What follows belongs to an exercise in optimizing a design on an open flow for small area, a short achievable clock period and few clock cycles per item; a production flow would make more cautious choices.
RTL that was checked went through simulation tests only; none was proved equivalent to the original.
For runs 1 and 2, only the layout was checked, not whether the RTL still works.
Power is estimated from default activity; no workload was simulated.

[flow/config.mk]
export PLATFORM = sky130hd
export DESIGN_NAME = core
export DESIGN_NICKNAME = core
export VERILOG_FILES = /design/flow/design.v
export SDC_FILE = /design/flow/constraint.sdc
export NUM_CORES = 4
export LEC_CHECK = 0
export CAP_MARGIN = 20
export CORE_MARGIN = 2
export CORE_UTILIZATION = 40
export SLEW_MARGIN = 20
[flow/constraint.sdc]
create_clock -name core_clock -period 13.0 [get_ports {clk}]
set_input_delay 2.6000 -clock core_clock [delete_from_list [all_inputs] [get_ports {clk}]]
set_output_delay 2.6000 -clock core_clock [all_outputs]
set_load 0.01 [all_outputs]
[flow/design.v]
module core
(
    input  logic        clk,
    input  logic        cpu_rstn,
    output logic [31:0] instr_rd_addr,
    output logic [31:0] instr_wr_addr,
    output logic [31:0] instr_wr_data,
    input  logic [31:0] instr_rd_data,
    output logic [3:0]  instr_wr_strobe,
    output logic [31:0] data_rd_addr,
    output logic [31:0] data_wr_addr,
    output logic [31:0] data_wr_data,
    input  logic [31:0] data_rd_data,
    output logic [3:0]  data_wr_strobe
);
    logic [29:0] pc_f;           
    logic        v_d;
    logic [31:0] ir_d;
    logic [29:0] pc_d;
    logic        v_x;
    logic [31:0] a_x, b_x, s_x;   
    logic [29:0] alt_x;           
    logic [4:0]  rd_x;
    logic        wen_x, ld_x, st_x, br_x, jalr_x, link_x, pred_x;
    logic [2:0]  f3_x;
    logic        sub_x, sra_x;
    logic [3:0]  sel_x;           
    logic        fa_m_x, fa_w_x, fb_m_x, fb_w_x, fs_m_x, fs_w_x;
    logic        wen_m, ld_m;
    logic [4:0]  rd_m;
    logic [2:0]  f3_m;
    logic [31:0] res_m, sd_m;
    logic [3:0]  stb_m;
    logic        wen_w;
    logic [4:0]  rd_w;
    logic [31:0] res_w;
    logic [31:0] rf [1:31];
    assign instr_rd_addr   = {2'b00, pc_f};
    assign instr_wr_addr   = '0;
    assign instr_wr_data   = '0;
    assign instr_wr_strobe = '0;
    logic [6:0] opc;
    logic [4:0] rs1, rs2, rd;
    logic [2:0] f3;
    assign opc = ir_d[6:0];
    assign rs1 = ir_d[19:15];
    assign rs2 = ir_d[24:20];
    assign rd  = ir_d[11:7];
    assign f3  = ir_d[14:12];
    logic is_lui, is_auipc, is_jal, is_jalr, is_br, is_ld, is_st, is_opi, is_op;
    assign is_lui   = opc[6:2] == 5'b01101;
    assign is_auipc = opc[6:2] == 5'b00101;
    assign is_jal   = opc[6:2] == 5'b11011;
    assign is_jalr  = opc[6:2] == 5'b11001;
    assign is_br    = opc[6:2] == 5'b11000;
    assign is_ld    = opc[6:2] == 5'b00000;
    assign is_st    = opc[6:2] == 5'b01000;
    assign is_opi   = opc[6:2] == 5'b00100;
    assign is_op    = opc[6:2] == 5'b01100;
    logic use_rs1, use_rs2, wen_d;
    assign use_rs1 = is_jalr | is_br | is_ld | is_st | is_opi | is_op;
    assign use_rs2 = is_br | is_st | is_op;
    assign wen_d   = (is_lui | is_auipc | is_jal | is_jalr | is_ld | is_opi | is_op) & (rd != 5'd0);
    logic [31:0] imm_i, imm_s, imm_b, imm_u, imm_j;
    assign imm_i = {{20{ir_d[31]}}, ir_d[31:20]};
    assign imm_s = {{20{ir_d[31]}}, ir_d[31:25], ir_d[11:7]};
    assign imm_b = {{19{ir_d[31]}}, ir_d[31], ir_d[7], ir_d[30:25], ir_d[11:8], 1'b0};
    assign imm_u = {ir_d[31:12], 12'b0};
    assign imm_j = {{11{ir_d[31]}}, ir_d[31], ir_d[19:12], ir_d[20], ir_d[30:21], 1'b0};
    logic [31:0] r1, r2;
    always_comb begin
        if (wen_w && rd_w == rs1) r1 = res_w;
        else if (rs1 == 5'd0)     r1 = '0;
        else                      r1 = rf[rs1];
        if (wen_w && rd_w == rs2) r2 = res_w;
        else if (rs2 == 5'd0)     r2 = '0;
        else                      r2 = rf[rs2];
    end
    logic h1x, h2x, h1m, h2m, stall;
    assign h1x = v_x & wen_x & (rd_x == rs1);
    assign h2x = v_x & wen_x & (rd_x == rs2);
    assign h1m = wen_m & (rd_m == rs1);
    assign h2m = wen_m & (rd_m == rs2);
    assign stall = v_d & ld_x & ((use_rs1 & h1x) | (use_rs2 & h2x));
    logic        pred_d;
    logic [29:0] tgt_d, pc1_d;
    assign pc1_d  = pc_d + 30'd1;
    assign tgt_d  = pc_d + (is_jal ? imm_j[31:2] : imm_b[31:2]);
    assign pred_d = is_jal | (is_br & ir_d[31]);
    logic [31:0] a_d, b_d;
    always_comb begin
        if (is_auipc)    a_d = {pc_d, 2'b00};
        else if (is_lui) a_d = '0;
        else             a_d = r1;
        if (is_op | is_br)           b_d = r2;
        else if (is_st)              b_d = imm_s;
        else if (is_lui | is_auipc)  b_d = imm_u;
        else                         b_d = imm_i;
    end
    logic [3:0] sel_d;
    assign sel_d = (is_op | is_opi) ? {1'b0, f3} : 4'd0;
    logic [31:0] a, b, s;
    assign a = fa_m_x ? res_m : fa_w_x ? res_w : a_x;
    assign b = fb_m_x ? res_m : fb_w_x ? res_w : b_x;
    assign s = fs_m_x ? res_m : fs_w_x ? res_w : s_x;
    logic [31:0] sum;
    assign sum = sub_x ? a - b : a + b;
    logic eq, lt, ltu;
    assign eq  = a == b;
    assign ltu = a < b;
    assign lt  = $signed(a) < $signed(b);
    logic [31:0] sra_r, srl_r;
    assign sra_r = $signed(a) >>> b[4:0];
    assign srl_r = a >> b[4:0];
    logic [31:0] alu;
    always_comb begin
        case (sel_x[2:0])
            3'd0: alu = sum;
            3'd1: alu = a << b[4:0];
            3'd2: alu = {31'b0, lt};
            3'd3: alu = {31'b0, ltu};
            3'd4: alu = a ^ b;
            3'd5: alu = sra_x ? sra_r : srl_r;
            3'd6: alu = a | b;
            default: alu = a & b;
        endcase
    end
    logic taken, redir_x;
    logic [29:0] tgt_x;
    always_comb begin
        case (f3_x)
            3'b000: taken = eq;
            3'b001: taken = ~eq;
            3'b100: taken = lt;
            3'b101: taken = ~lt;
            3'b110: taken = ltu;
            default: taken = ~ltu;
        endcase
    end
    assign redir_x = v_x & (jalr_x | (br_x & (taken ^ pred_x)));
    assign tgt_x   = jalr_x ? sum[31:2] : alt_x;
    logic [3:0]  stb_x;
    logic [31:0] sd_x;
    always_comb begin
        case (f3_x[1:0])
            2'b00:   begin stb_x = 4'b0001 << sum[1:0];           sd_x = {4{s[7:0]}}; end
            2'b01:   begin stb_x = sum[1] ? 4'b1100 : 4'b0011;    sd_x = {2{s[15:0]}}; end
            default: begin stb_x = 4'b1111;                        sd_x = s; end
        endcase
    end
    assign data_rd_addr   = {2'b00, res_m[31:2]};
    assign data_wr_addr   = {2'b00, res_m[31:2]};
    assign data_wr_data   = sd_m;
    assign data_wr_strobe = stb_m;
    logic [31:0] ldw, ldv;
    assign ldw = data_rd_data >> {res_m[1:0], 3'b000};
    always_comb begin
        case (f3_m)
            3'b000:  ldv = {{24{ldw[7]}}, ldw[7:0]};
            3'b001:  ldv = {{16{ldw[15]}}, ldw[15:0]};
            3'b100:  ldv = {24'b0, ldw[7:0]};
            3'b101:  ldv = {16'b0, ldw[15:0]};
            default: ldv = ldw;
        endcase
    end
    logic redir_d;
    assign redir_d = v_d & pred_d & ~stall & ~redir_x;
    always_ff @(posedge clk or negedge cpu_rstn) begin
        if (!cpu_rstn) begin
            pc_f  <= '0;
            v_d   <= 1'b0;
            v_x   <= 1'b0;
            wen_x <= 1'b0;
            ld_x  <= 1'b0;
            st_x  <= 1'b0;
            br_x  <= 1'b0;
            jalr_x <= 1'b0;
            wen_m <= 1'b0;
            stb_m <= '0;
            wen_w <= 1'b0;
        end else begin
            if (redir_x)      pc_f <= tgt_x;
            else if (stall)   pc_f <= pc_f;
            else if (redir_d) pc_f <= tgt_d;
            else              pc_f <= pc_f + 30'd1;
            if (redir_x | redir_d) v_d <= 1'b0;
            else if (!stall)       v_d <= 1'b1;
            if (redir_x | stall | ~v_d) begin
                v_x <= 1'b0; wen_x <= 1'b0; ld_x <= 1'b0; st_x <= 1'b0; br_x <= 1'b0; jalr_x <= 1'b0;
            end else begin
                v_x <= 1'b1; wen_x <= wen_d; ld_x <= is_ld; st_x <= is_st; br_x <= is_br; jalr_x <= is_jalr;
            end
            wen_m <= wen_x;
            stb_m <= (v_x & st_x) ? stb_x : 4'b0000;
            wen_w <= wen_m;
        end
    end
    always_ff @(posedge clk) begin
        if (!stall) begin
            ir_d <= instr_rd_data;
            pc_d <= pc_f;
        end
        a_x    <= a_d;
        b_x    <= b_d;
        s_x    <= r2;
        alt_x  <= (is_br & ~ir_d[31]) ? tgt_d : pc1_d;
        rd_x   <= rd;
        link_x <= is_jal | is_jalr;
        pred_x <= ir_d[31];
        f3_x   <= f3;
        sub_x  <= is_op & ir_d[30] & (f3 == 3'b000);
        sra_x  <= ir_d[30];
        sel_x  <= sel_d;
        fa_m_x <= use_rs1 & h1x;
        fa_w_x <= use_rs1 & h1m;
        fb_m_x <= (is_op | is_br) & h2x;
        fb_w_x <= (is_op | is_br) & h2m;
        fs_m_x <= h2x;
        fs_w_x <= h2m;
        rd_m  <= rd_x;
        ld_m  <= ld_x;
        f3_m  <= f3_x;
        res_m <= link_x ? {alt_x, 2'b00} : alu;
        sd_m  <= sd_x;
        rd_w  <= rd_m;
        res_w <= ld_m ? ldv : res_m;
        if (wen_w) rf[rd_w] <= res_w;
    end
endmodule
[flow/run.sh]
#!/bin/bash
# synth_recipe.tcl (not shown) runs the flow's synth.tcl, then flattens the netlist and writes it again
# the make line also repeats each setting of config.mk as NAME=value (left out here)
make -C /OpenROAD-flow-scripts/flow DESIGN_CONFIG=/design/flow/config.mk WORK_HOME=/design/flow/orfs CLKGATE_MAP_FILE= SYNTH_SCRIPT=/design/flow/synth_recipe.tcl finish
==> notes.md, run 1 <==
unrepaired setup endpoints after global routing=false; ys async rst share=0.03157; RePlAce Congestion=1.007; largest net degree at the start of global routing=117; slew margin rel.=0.1838; largest family of logic cells by synthesized area=multiplexers; # Post-CTS Setup Buffers=0; pwr dens=166.2 mW/mm2; Critical Path Max Stage Delay=0.73 ns; Starting DRT DRC Count=7015; # DRC=0; Post-Synth Adder-Cell Area=0.02258; minimum clock period=6.209 ns; die area=0.1874 mm2; worst-margin pin slew=1.190 ns; CTS H-tree depth=4; Cell variety after synth=98; fmax=161.1 MHz; commonest non-fill, non-tap cell in the layout=edfxtp_1; leakage=28.35 nW; CP Launch Type=register; core area=0.1829 mm2; clk sinks=1362; GRT overflow=0; area post-placement=0.07780 mm2; layout net count=5871; min-delay worst type=reg2reg; CP max FO=32; XOR/XNOR Fraction of Synth Area=0.01416; Buf/Inv on CP=3; overall global routing resource usage=0.2825; starting density of the core=0.4024; number of CTS-inserted buffers=148; Worst EP arrival=6.90 ns; layout cells sized above 1=0.1855; initial antenna violation count=17; Final Slew Violations=0; Setup CP Type=reg2reg; TritonRoute pass-1 iters=6; Post-synth EDFFs=1052; top cell family by delay on the critical path=compound AO/OA/AOI/OAI gates; post-route ant nets=0; most frequent cells in the layout=1052 x edfxtp_1, 553 x mux4_2, 445 x nor2_1; DR vias/cell=6.286; Via Count=51976; Syn Inst Count=5649; Std-Cell Rows=157; Final TNS setup=0 ns; clock slew at reported path FFs=0.06 ns; first-pass GRT wire length=375700 um; Syn-to-layout area delta=12.32%; Hold Vio Cnt, Final=0; mux cell area share after synthesis=0.2333; Port Buffers=189; Synth Area in Simple Gates=0.07159; root buffer cell=clkbuf_16; worst-skew pair later-pin latency=0.84 ns; Max IR drop VDD=0.0001213 V; Placed Cells=7988; fin area=0.08266 mm2; Critical Path, Cell by Cell=buf_4 -> mux2i_1 -> o21a_2 -> clkinv_1 -> buf_4 -> ha_1 -> a21oi_1 -> o31a_1 -> a21o_1 -> o211ai_1 -> o211ai_1 -> a2111oi_0 -> o41a_1 -> a222oi_1 -> o311ai_0 -> mux2_1; Max Cap Violations=0; Die X=432.9 um; clock skew=0.07316 ns; fin crit share=0.4776; Hold Slack=0.3974 ns; vias in the first global route=49775; run status=complete, no violations; Layout Cells excl Fill=8268; register area share after synthesis=0.5165; DR WL/cell=32.59 um; Ports=266; total number of yosys warnings=1; number of synthesized register bits=1362; Netlist Area Pre-Place=0.07359 mm2; worst path required time=13.69 ns; Post-Syn Area per Cell=13.03 um2; routed wire length=269400 um; Die Ht=432.9 um; CTS Hold Bufs=0; dominant synthesized flop cell=edfxtp_1; CP Capture Type=register; CTS tree=built; CTS max path bufs=3; setup violators final=0; Post-CTS Resized=0; total power=13.74 mW; dpl hpwl=179500 um; CP max stage cell=clkinv_1; Compound-Gate Fraction of Synth Area=0.09856
-- cell usage after synthesis (61+ instances only) --
library cell / number / area, um2
clkbuf_1: 296 / 1111
buf_1: 96 / 360.4
xor2_1: 63 / 551.8
o21ai_0: 254 / 1271
edfxtp_1: 1052 / 31590
nand3_1: 70 / 350.3
mux2i_1: 422 / 4224
a21oi_1: 395 / 1977
dfxtp_1: 267 / 5345
buf_4: 135 / 1013
nand2_1: 312 / 1171
inv_1: 125 / 469.2
a211oi_1: 113 / 848.3
mux4_2: 553 / 12450
ha_1: 128 / 1602
nor2_1: 478 / 1794
o21a_1: 61 / 457.9
-- report_power, final --
group / switching (mW) / leakage [nW] / internal [mW]
Sequential: 0.562 / 12.3 / 5.42
Combinational: 2.25 / 13.7 / 1.28
Clock: 1.88 / 2.35 / 2.35
-- stage by stage --
step / utilization / setup slack (ns)
floorplan: - / 8.055
global placement: 0.4254 / 6.761
detailed placement: 0.4254 / 6.677
CTS: 0.4518 / 6.570
global route: 0.4519 / 6.691
finish: 0.4520 / 6.791
-- path summary, 6_finish.rpt --
check / from / end / slack (ns) / cells past startpoint
max: fb_w_x / pc_f[29] / 6.79 / 16
min: rd_m[0] / rd_w[0] / 0.40 / 0
max reg2reg: fb_w_x / pc_f[29] / 6.79 / 16
min reg2reg: rd_m[0] / rd_w[0] / 0.40 / 0
max in group asynchronous: cpu_rstn / pc_f[0] / 10.55 / 2
min in group asynchronous: cpu_rstn / pc_f[15] / 1.92 / 2
-- logic make-up after synthesis --
| kind of cell | Yosys count |
|---|---|
| muxes | 1018 |
| other | 1 |
| and+or+nand+nor | 1160 |
| xor gates and xnor gates | 119 |
| adders and majority gates | 131 |
| DFF | 1362 |
| AOI/OAI and AO/OA | 1169 |
| buffers and inverters | 689 |
-- layout make-up --
class | instances | area [um2]
clock inverter | 81 | 892.1
sequential | 1362 | 38060
tap | 2464 | 3083
antenna | 8 | 20.02
timing repair buffer | 357 | 3198
clock buffer | 191 | 3935
inverter | 134 | 504.2
multi-input combinational | 3671 | 32960
fill | 16334 | 100200
-- routing by layer --
layer	vias up	part of all wire	GRT usage	routed length (um)
met4	12	0.061	0.1536	16330
met2	2947	0.45	0.4343	122300
li1	21768	-	-	-
met5	-	0.00031	0	83
met1	26683	0.39	0.3749	105300
met3	566	0.094	0.05875	25450
-- sequential cells by signal, summed over array words and instances (netlist names), 3 cells and up, named ones only --
register,cells
b_x,32
rd_w,5
sel_x,3
res_m,32
f3_x,3
pc_d,30
res_w,32
rd_m,5
alt_x,30
rd_x,5
a_x,32
rf,992
s_x,32
sd_m,32
f3_m,3
pc_f,30
ir_d,30
stb_m,4
==> inputs of run 2 (changes only) <==
==> flow/flow/run.sh (new file) <==
#!/bin/bash
# Standard ORFS layout, with the resizer asked for extra setup slack so that it
# optimises the paths well below the 13 ns constraint.
set -euo pipefail
bash standard.sh SETUP_SLACK_MARGIN=9 finish > flow_std.log 2>&1
==> flow/standard.sh (new file) <==
#!/bin/bash
# synth_recipe.tcl (not shown) runs the flow's synth.tcl, then flattens the netlist and writes it again
# the make line also repeats each setting of config.mk as NAME=value (left out here)
make -C /OpenROAD-flow-scripts/flow DESIGN_CONFIG=/design/flow/config.mk WORK_HOME=/design/flow/orfs CLKGATE_MAP_FILE= SYNTH_SCRIPT=/design/flow/synth_recipe.tcl "${@:-finish}"
--- a/flow/config.mk
+++ b/flow/config.mk
@@ -7,2 +7,3 @@
 export LEC_CHECK = 0
+export ABC_CLOCK_PERIOD_IN_PS = 4000
 export CAP_MARGIN = 20
removed: flow/run.sh
==> run 2 against run 1 <==
Hold slack worse by 0.010 ns. Total power grew 6.9%. Worst setup slack gained 1.7 ns. Register-to-register slack better by 1.7 ns. Fmax grew 38%. Sequential cell count did not move. Sequential power grew 0.7%. Design area grew 6.5%. Via count up 4.3%. Clock skew fell by 0.022 ns. First-iteration DRC count increased by 6.6%.
==> notes.md, run 2 <==
largest family of logic cells by synthesized area=multiplexers; dpl hpwl=179700 um; Placed Cells=7963; post-route ant nets=0; top cell family by delay on the critical path=compound AO/OA/AOI/OAI gates; commonest non-fill, non-tap cell in the layout=edfxtp_1; Die X=432.9 um; Max IR drop VDD=0.0001393 V; stages on the worst setup path=17; fin crit share=0.3457; CTS tree=built; dominant cells by area after synthesis=edfxtp_1 43%, mux4_2 17%, dfxtp_1 7.3%, mux2i_1 5.7%, a21oi_1 2.7%; Synth Area in Simple Gates=0.07159; number of synthesized register bits=1362; Starting DRT DRC Count=7479; Layout Cells excl Fill=8560; min-delay worst type=reg2reg; Biggest register=rf; pwr dens=166.9 mW/mm2; Hold Slack=0.3871 ns; Post-Syn Area per Cell=13.03 um2; Setup CP Type=reg2reg; unrepaired setup endpoints after global routing=true; mux cell area share after synthesis=0.2333; clock share of power=0.283; Syn-to-layout area delta=19.62%; root buffer cell=clkbuf_16; Syn Inst Count=5649; TritonRoute pass-1 iters=7; Critical Path Max Stage Delay=0.44 ns; dominant synthesized flop cell=edfxtp_1; CP Capture Type=register; clock slew at reported path FFs=0.06 ns; Internal=9.587 mW; CTS H-tree depth=4; Port Buffers=189; fmax=222.5 MHz; Compound-Gate Fraction of Synth Area=0.09856; max reg flops=992; worst-margin pin slew=1.246 ns; GRT overflow=0; top-area cell type share of the netlist area=0.4292; Netlist Area Pre-Place=0.07359 mm2; layout cells sized above 1=0.2991; total number of yosys warnings=1; CTS max path bufs=3; Via Count=54234; most frequent cell after synthesis=edfxtp_1; # DRC=0; Max Cap Violations=0; most frequent cells in the layout=1052 x edfxtp_1, 553 x mux4_2, 436 x nor2_1; clk sinks=1362; die area=0.1874 mm2; Worst EP arrival=5.19 ns; leading area contributor after synthesis=edfxtp_1; FF-to-FF path depth=17; Comb power frac=0.307; Ports=266; Worst Hold Depth=0; Die Ht=432.9 um; slew margin rel.=0.1453; largest net degree at the start of global routing=119; RePlAce Congestion=1.024; Std-Cell Rows=157; CP max FO=7; Critical Path, Cell by Cell=buf_16 -> buf_4 -> mux2i_1 -> o21a_1 -> inv_1 -> ha_1 -> a21o_1 -> a21oi_1 -> o41a_1 -> o21bai_1 -> a21oi_1 -> a2111oi_1 -> o41a_1 -> buf_4 -> a222oi_1 -> o311ai_1 -> mux2_4; core area=0.1829 mm2; Hold Vio Cnt, Final=0; setup violators final=0; first-pass GRT wire length=396900 um; switching share of power=0.3475; leakage=30.68 nW; XOR/XNOR Fraction of Synth Area=0.01416; ys async rst share=0.03157; worst-skew pair later-pin latency=0.82 ns; CTS Hold Bufs=0; minimum clock period=4.494 ns; initial antenna violation count=14; routed wire length=289500 um; Post-synth EDFFs=1052; Flop pwr share=0.410; overall global routing resource usage=0.3007; Final Slew Violations=0; register area share after synthesis=0.5165; most frequent cells after synthesis=1052 x edfxtp_1, 553 x mux4_2, 478 x nor2_1; CP Launch Type=register; Final TNS setup=0 ns; Net Sw Power=5.107 mW; Post-Synth Adder-Cell Area=0.02258; clock skew=0.05105 ns; worst path required time=13.70 ns; Cell variety after synth=98; vias in the first global route=51795; starting density of the core=0.4024; run status=complete, no violations; DR vias/cell=6.336; CP max stage cell=dfxtp_4; Buf/Inv on CP=4; layout net count=6168; DR WL/cell=33.82 um; number of CTS-inserted buffers=148
==> run 2: cell counts after synthesis <==
No cell type changed its count.
==> run 2: worst register-to-register path, delay by kind of cell (launching register included) <==
| kind | cells | cell delay (ns) |
|---|---|---|
| flip-flops | 1 | 0.44 |
| AO/OA/AOI/OAI | 10 | 2.43 |
| buffers and inverters | 4 | 0.72 |
| adder cells (fa/ha/maj) | 1 | 0.33 |
| multiplexers | 2 | 0.49 |
==> run 2: final cells by class <==
cell class              instances  area (um2)
well taps                    2464        3083
inverters                     134       548.0
flip-flops and latches       1362       38270
clock inverters                77       763.2
diodes                          5       12.51
repair buffers                653        6553
fillers                     15862       94850
clock buffers                 193        3976
multi-input cells            3672       34830
==> run 2: worst paths after layout <==
kind / startpoint / end / slack [ns]
max: fa_w_x / pc_f[29] / 8.51
min: rd_x[1] / rd_m[1] / 0.39
max reg2reg: fa_w_x / pc_f[29] / 8.51
min reg2reg: rd_x[1] / rd_m[1] / 0.39
max in group asynchronous: cpu_rstn / pc_f[6] / 10.56
min in group asynchronous: cpu_rstn / pc_f[19] / 1.91
==> run 2: kinds of logic after synthesis <==
logic type,after synthesis
flops,1362
compound gates,1169
simple gates,1160
mux,1018
buf+inv,689
fa+ha+maj,131
xor+xnor,119
other cells,1
==> run 2: routing by layer <==
metal  share of wire  track usage
met3            0.10      0.06993
met2            0.45       0.4627
met1            0.39       0.3945
met5         0.00036            0
met4           0.061       0.1618
==> run 2: timing repair <==
action,in CTS,in global routing
endpoints found under the setup margin,328,154
buffers inserted,195,105
gates resized for setup,948,208
pin swaps,73,131
gates cloned,17,5
==> run 2: power by group through the flow <==
stage | Combinational (mW) | Clock, mW | Sequential, mW
floorplan | 1.97 | 0 | 5.97
global placement | 3.24 | 0 | 6.23
detailed placement | 3.26 | 0 | 6.24
CTS | 4.07 | 4.20 | 6.02
global route | 4.69 | 4.38 | 6.03
finish | 4.51 | 4.16 | 6.02
==> run 2: through the flow <==
stage               setup WS, ns  power (mW)  utilization  instance area [um2]
finish                     8.506       14.69       0.4814                88040
global route               8.489       15.11       0.4813                88020
CTS                        8.551       14.29       0.4714                86200
detailed placement         6.974       9.503       0.4251                77740
global placement           7.002       9.473       0.4251                77740
floorplan                  8.882       7.943            -                74150
==> inputs of run 3 (changes only) <==
--- a/flow/design.v
+++ b/flow/design.v
@@ -16,6 +16,9 @@
     logic [29:0] pc_f;           
+    logic        btb_v;          
+    logic [29:0] btb_pc;         
+    logic [29:0] btb_tgt;
     logic        v_d;
+    logic        bp_d;           
     logic [31:0] ir_d;
     logic [29:0] pc_d;
-    logic        v_x;
     logic [31:0] a_x, b_x, s_x;   
@@ -23,3 +26,4 @@
     logic [4:0]  rd_x;
-    logic        wen_x, ld_x, st_x, br_x, jalr_x, link_x, pred_x;
+    logic        wen_x, ld_x, st_x, jalr_x, link_x;
+    logic [5:0]  mc_x;
     logic [2:0]  f3_x;
@@ -79,4 +83,4 @@
     logic h1x, h2x, h1m, h2m, stall;
-    assign h1x = v_x & wen_x & (rd_x == rs1);
-    assign h2x = v_x & wen_x & (rd_x == rs2);
+    assign h1x = wen_x & (rd_x == rs1);
+    assign h2x = wen_x & (rd_x == rs2);
     assign h1m = wen_m & (rd_m == rs1);
@@ -99,2 +103,17 @@
     end
+    logic [5:0] mc_d;
+    always_comb begin
+        mc_d = '0;
+        if (is_br) begin
+            case (f3)
+                3'b000: mc_d[ir_d[31] ? 1 : 0] = 1'b1;
+                3'b001: mc_d[ir_d[31] ? 0 : 1] = 1'b1;
+                3'b100: mc_d[ir_d[31] ? 3 : 2] = 1'b1;
+                3'b101: mc_d[ir_d[31] ? 2 : 3] = 1'b1;
+                3'b110: mc_d[ir_d[31] ? 5 : 4] = 1'b1;
+                3'b111: mc_d[ir_d[31] ? 4 : 5] = 1'b1;
+                default: ;
+            endcase
+        end
+    end
     logic [3:0] sel_d;
@@ -105,11 +124,20 @@
     assign s = fs_m_x ? res_m : fs_w_x ? res_w : s_x;
+    logic [33:0] addo;
     logic [31:0] sum;
-    assign sum = sub_x ? a - b : a + b;
-    logic eq, lt, ltu;
-    assign eq  = a == b;
-    assign ltu = a < b;
-    assign lt  = $signed(a) < $signed(b);
-    logic [31:0] sra_r, srl_r;
-    assign sra_r = $signed(a) >>> b[4:0];
-    assign srl_r = a >> b[4:0];
+    logic        eq, lt, ltu;
+    assign addo = {1'b0, a, 1'b1} + {1'b0, b ^ {32{sub_x}}, sub_x};
+    assign sum  = addo[32:1];
+    assign eq   = a == b;
+    assign ltu  = ~addo[33];
+    assign lt   = (a[31] ^ b[31]) ? a[31] : sum[31];
+    logic [31:0] sh_in, sh_out, sh_rev;
+    logic        sh_fill;
+    always_comb begin
+        for (int k = 0; k < 32; k++) sh_in[k] = sel_x[2] ? a[k] : a[31-k];
+    end
+    assign sh_fill = sra_x & sel_x[2] & a[31];
+    assign sh_out  = $signed({sh_fill, sh_in}) >>> b[4:0];
+    always_comb begin
+        for (int k = 0; k < 32; k++) sh_rev[k] = sh_out[31-k];
+    end
     logic [31:0] alu;
@@ -118,3 +146,3 @@
             3'd0: alu = sum;
-            3'd1: alu = a << b[4:0];
+            3'd1: alu = sh_rev;
             3'd2: alu = {31'b0, lt};
@@ -122,3 +150,3 @@
             3'd4: alu = a ^ b;
-            3'd5: alu = sra_x ? sra_r : srl_r;
+            3'd5: alu = sh_out;
             3'd6: alu = a | b;
@@ -127,15 +155,6 @@
     end
-    logic taken, redir_x;
+    logic redir_x;
     logic [29:0] tgt_x;
-    always_comb begin
-        case (f3_x)
-            3'b000: taken = eq;
-            3'b001: taken = ~eq;
-            3'b100: taken = lt;
-            3'b101: taken = ~lt;
-            3'b110: taken = ltu;
-            default: taken = ~ltu;
-        endcase
-    end
-    assign redir_x = v_x & (jalr_x | (br_x & (taken ^ pred_x)));
+    assign redir_x = jalr_x | (mc_x[0] & eq) | (mc_x[1] & ~eq) | (mc_x[2] & lt)
+                   | (mc_x[3] & ~lt) | (mc_x[4] & ltu) | (mc_x[5] & ~ltu);
     assign tgt_x   = jalr_x ? sum[31:2] : alt_x;
@@ -166,3 +185,5 @@
     logic redir_d;
-    assign redir_d = v_d & pred_d & ~stall & ~redir_x;
+    assign redir_d = v_d & pred_d & ~bp_d & ~stall & ~redir_x;
+    logic hit_f;
+    assign hit_f = btb_v & (pc_f == btb_pc);
     always_ff @(posedge clk or negedge cpu_rstn) begin
@@ -170,4 +191,4 @@
             pc_f  <= '0;
+            btb_v <= 1'b0;
             v_d   <= 1'b0;
-            v_x   <= 1'b0;
             wen_x <= 1'b0;
@@ -175,3 +196,3 @@
             st_x  <= 1'b0;
-            br_x  <= 1'b0;
+            mc_x  <= '0;
             jalr_x <= 1'b0;
@@ -184,3 +205,5 @@
             else if (redir_d) pc_f <= tgt_d;
+            else if (hit_f)   pc_f <= btb_tgt;
             else              pc_f <= pc_f + 30'd1;
+            if (redir_d & is_br) btb_v <= 1'b1;
             if (redir_x | redir_d) v_d <= 1'b0;
@@ -188,8 +211,8 @@
             if (redir_x | stall | ~v_d) begin
-                v_x <= 1'b0; wen_x <= 1'b0; ld_x <= 1'b0; st_x <= 1'b0; br_x <= 1'b0; jalr_x <= 1'b0;
+                wen_x <= 1'b0; ld_x <= 1'b0; st_x <= 1'b0; mc_x <= '0; jalr_x <= 1'b0;
             end else begin
-                v_x <= 1'b1; wen_x <= wen_d; ld_x <= is_ld; st_x <= is_st; br_x <= is_br; jalr_x <= is_jalr;
+                wen_x <= wen_d; ld_x <= is_ld; st_x <= is_st; mc_x <= mc_d; jalr_x <= is_jalr;
             end
             wen_m <= wen_x;
-            stb_m <= (v_x & st_x) ? stb_x : 4'b0000;
+            stb_m <= st_x ? stb_x : 4'b0000;
             wen_w <= wen_m;
@@ -201,2 +224,7 @@
             pc_d <= pc_f;
+            bp_d <= hit_f;
+        end
+        if (redir_d & is_br) begin
+            btb_pc  <= pc_d;
+            btb_tgt <= tgt_d;
         end
@@ -208,5 +236,4 @@
         link_x <= is_jal | is_jalr;
-        pred_x <= ir_d[31];
         f3_x   <= f3;
-        sub_x  <= is_op & ir_d[30] & (f3 == 3'b000);
+        sub_x  <= (is_op & ir_d[30] & (f3 == 3'b000)) | ((is_op | is_opi) & (f3[2:1] == 2'b01)) | is_br;
         sra_x  <= ir_d[30];
==> run 3 against run 2 <==
Critical path depth up 5. Clock skew up 0.019 ns. Area after synthesis up 2.1%. Sequential power up 7.5%. Total power up 7.9%. Design area up 2.9%. Cell count down 0.22%.
==> notes.md, run 3 <==
number of CTS-inserted buffers=153; Port Buffers=189; clk sinks=1427; ys async rst share=0.03364; Starting DRT DRC Count=7943; clock share of power=0.281; leading area contributor after synthesis=edfxtp_1; CP max stage cell=ha_2; # fillers=16079; switching share of power=0.3529; minimum clock period=4.744 ns; Syn Inst Count=5569; CP Launch Type=register; fin crit share=0.3649; max reg flops=992; die area=0.1913 mm2; vias in the first global route=51895; routed wl met3=30700 um; initial antenna violation count=13; Die Ht=437.4 um; GRT overflow=0; dpl hpwl=180800 um; Biggest register=rf; Final Slew Violations=0; Std-Cell Rows=159; root buffer cell=clkbuf_16; most frequent cells in the layout=1113 x edfxtp_1, 573 x mux4_2, 390 x nor2_1; fmax=210.8 MHz; CP Capture Type=register; CTS tree=built; Ports=266; Final Core Density=0.4841; total number of yosys warnings=1; worst-skew pair later-pin latency=0.83 ns; unrepaired setup endpoints after global routing=true; routed wire length=292500 um; post-route ant nets=0; number of synthesized register bits=1427; most frequent cells after synthesis=1113 x edfxtp_1, 573 x mux4_2, 435 x nor2_1; starting density of the core=0.4013; Met1 Wirelength=110400 um; commonest non-fill, non-tap cell in the layout=edfxtp_1; Post-synth EDFFs=1113; worst-margin pin slew=1.211 ns; leakage=31.56 nW; Netlist Area Pre-Place=0.07513 mm2; Hold Vio Cnt, Final=0; layout cells sized above 1=0.3181; Comb power frac=0.311; DR vias/cell=6.394; # DRC=0; register area share after synthesis=0.5317; Max IR drop VDD=0.0001442 V; Post-Syn Area per Cell=13.49 um2; dominant synthesized flop cell=edfxtp_1; Cell variety after synth=91; worst path required time=13.65 ns; top-area cell type share of the netlist area=0.4448; Die X=437.4 um; critical path startpoint=fb_w_x; largest net degree at the start of global routing=113; core area=0.1872 mm2; Internal=10.26 mW; CTS max path bufs=3; clock slew at reported path FFs=0.06 ns; overall global routing resource usage=0.2977; RePlAce Congestion=1.001; min-delay worst type=reg2reg; Flop pwr share=0.408; top cell family by delay on the critical path=compound AO/OA/AOI/OAI gates; clock skew=0.06977 ns; Top Layer Used=met5; dominant cells by area after synthesis=edfxtp_1 44%, mux4_2 17%, dfxtp_1 7.1%, mux2i_1 4.5%, a21oi_1 2.2%; pwr dens=174.9 mW/mm2; Net Sw Power=5.593 mW; Buf/Inv on CP=7; run status=complete, no violations; Final TNS setup=0 ns; met2 wire length=130300 um; layout net count=6107; Max Cap Violations=0; Via Count=54610; Setup CP Type=reg2reg; Reg2Reg Launch Point=fb_w_x; most frequent cell after synthesis=edfxtp_1; slew margin rel.=0.1921; Worst EP arrival=5.39 ns; Critical Path, Cell by Cell=buf_4 -> buf_16 -> mux2i_2 -> nor2_2 -> a21oi_4 -> xnor2_1 -> ha_2 -> nand2_2 -> nor4_4 -> and3_4 -> nor2_1 -> a31o_2 -> a311oi_4 -> mux2i_2 -> a2111oi_4 -> buf_4 -> buf_6 -> buf_6 -> buf_12 -> buf_16 -> a211oi_4 -> a21oi_2; first-pass GRT wire length=403400 um; min-delay src=f3_x[2]; Syn-to-layout area delta=20.61%; setup violators final=0; CP max FO=8; TritonRoute pass-1 iters=6; DR WL/cell=34.24 um; Critical Path Max Stage Delay=0.43 ns; CTS H-tree depth=4
## run 3: final cells by class
type	instances	area (um2)	share of cell area
Antenna cell	4	10.01	0.0001105
Tap cell	2495	3122	0.03445
Clock inverter	87	940.9	0.01038
Clock buffer	198	4158	0.04588
Timing Repair Buffer	655	6813	0.07518
Multi-Input combinational cell	3571	34970	0.3859
Inverter	104	407.9	0.004501
Sequential cell	1427	40190	0.4436
## run 3: power by group through the flow
| stage | sequential, mW | clock (mW) | combinational, mW |
|---|---|---|---|
| after floorplan | 6.36 | 0 | 2.06 |
| after global placement | 6.69 | 0 | 3.55 |
| after detailed placement | 6.70 | 0 | 3.57 |
| after CTS | 6.47 | 4.49 | 4.46 |
| after global routing | 6.47 | 4.66 | 5.11 |
| final | 6.47 | 4.45 | 4.93 |
## run 3: metal layers
metal,vias to the layer above,global-route usage
li1,22252,-
met1,28004,0.3955
met2,3578,0.4525
met3,768,0.06142
met4,8,0.1742
met5,-,0
## run 3: kinds of logic (layout without fill, tap and decap cells)
kind of cell             after synthesis  count (layout)  synth area share
XOR/XNOR                             204             204           0.02378
buffers and inverters                649            1044           0.03998
multiplexers                         955             955            0.2237
other                                  1              78        0.00004991
AO/OA/AOI/OAI                       1057            1059           0.08951
flip-flops                          1427            1427            0.5317
AND/OR/NAND/NOR                     1147            1150           0.06968
adder cells (fa/ha/maj)              129             129           0.02158
## run 3: worst paths after layout
kind	end	slack, ns	cells past startpoint
max in group asynchronous	pc_f[3]	10.25	2
worst min-delay path	f3_m[2]	0.35	0
worst max register to register	pc_f[29]	8.26	22
worst min register to register	f3_m[2]	0.35	0
min in group asynchronous	pc_f[22]	2.01	2
worst max-delay path	pc_f[29]	8.26	22
## run 3: timing repair
item | 4_1_cts | 5_1_grt
hold buffers | 0 | 0
buffers inserted | 228 | 75
endpoints found under the setup margin | 376 | 232
pin swaps | 82 | 70
resized for setup | 1065 | 181
hold endpoints to repair | 0 | 0
cloned | 27 | 4
## run 3: through the flow
stage          power (mW)  cell area [um2]  setup WS [ns]  instances  hold slack (ns)
2_1_floorplan       8.428            75830          7.637       5642           0.3096
3_3_place_gp        10.24            79440          6.263       7918           0.3160
3_5_place_dp        10.28            79440          6.199       7918           0.3306
4_1_cts             15.42            89080          8.404       8458           0.3449
5_1_grt             16.23            90610          8.192       8539           0.3540
6_report            15.85            90620          8.256       8541           0.3466
Testbench counts of run 3, summed over its fixed seeds: cycles 149,464, instructions 132,254.

-- separate check: timing with driven ports --
In the flow no input, the clock included, has a driving cell. The finished layouts below were timed again as built, in two steps.
Step 1 sets driving cells, clkbuf_16 on the clock port and buf_2 on the other inputs (assumed; they add their load-dependent delay and slew).
Step 2 times the ports against the registers' clock, not the clock port: input delays grow and output delays shrink by t, the midpoint of the rising clock arrivals with the driver on.
Three values: ideal, step 1, step 2; two values: the first two.
run | t, ns | setup slack, ns | hold slack, ns | worst setup path after step 2
run 1 | 0.883 | 6.791 / 6.791 / 6.791 | 0.397 / 0.397 / 0.397 | register to register
run 2 | 0.885 | 8.506 / 8.506 / 8.219 | 0.387 / 0.387 / 0.387 | input to register
run 3 | 0.882 | 8.256 / 8.256 / 8.256 | 0.347 / 0.347 / 0.347 | register to register
After both steps every run listed still meets setup and hold. For run 2, which loses most, drivers alone change the setup slack by 0.000 ns; drivers and shift together by -0.287 ns.
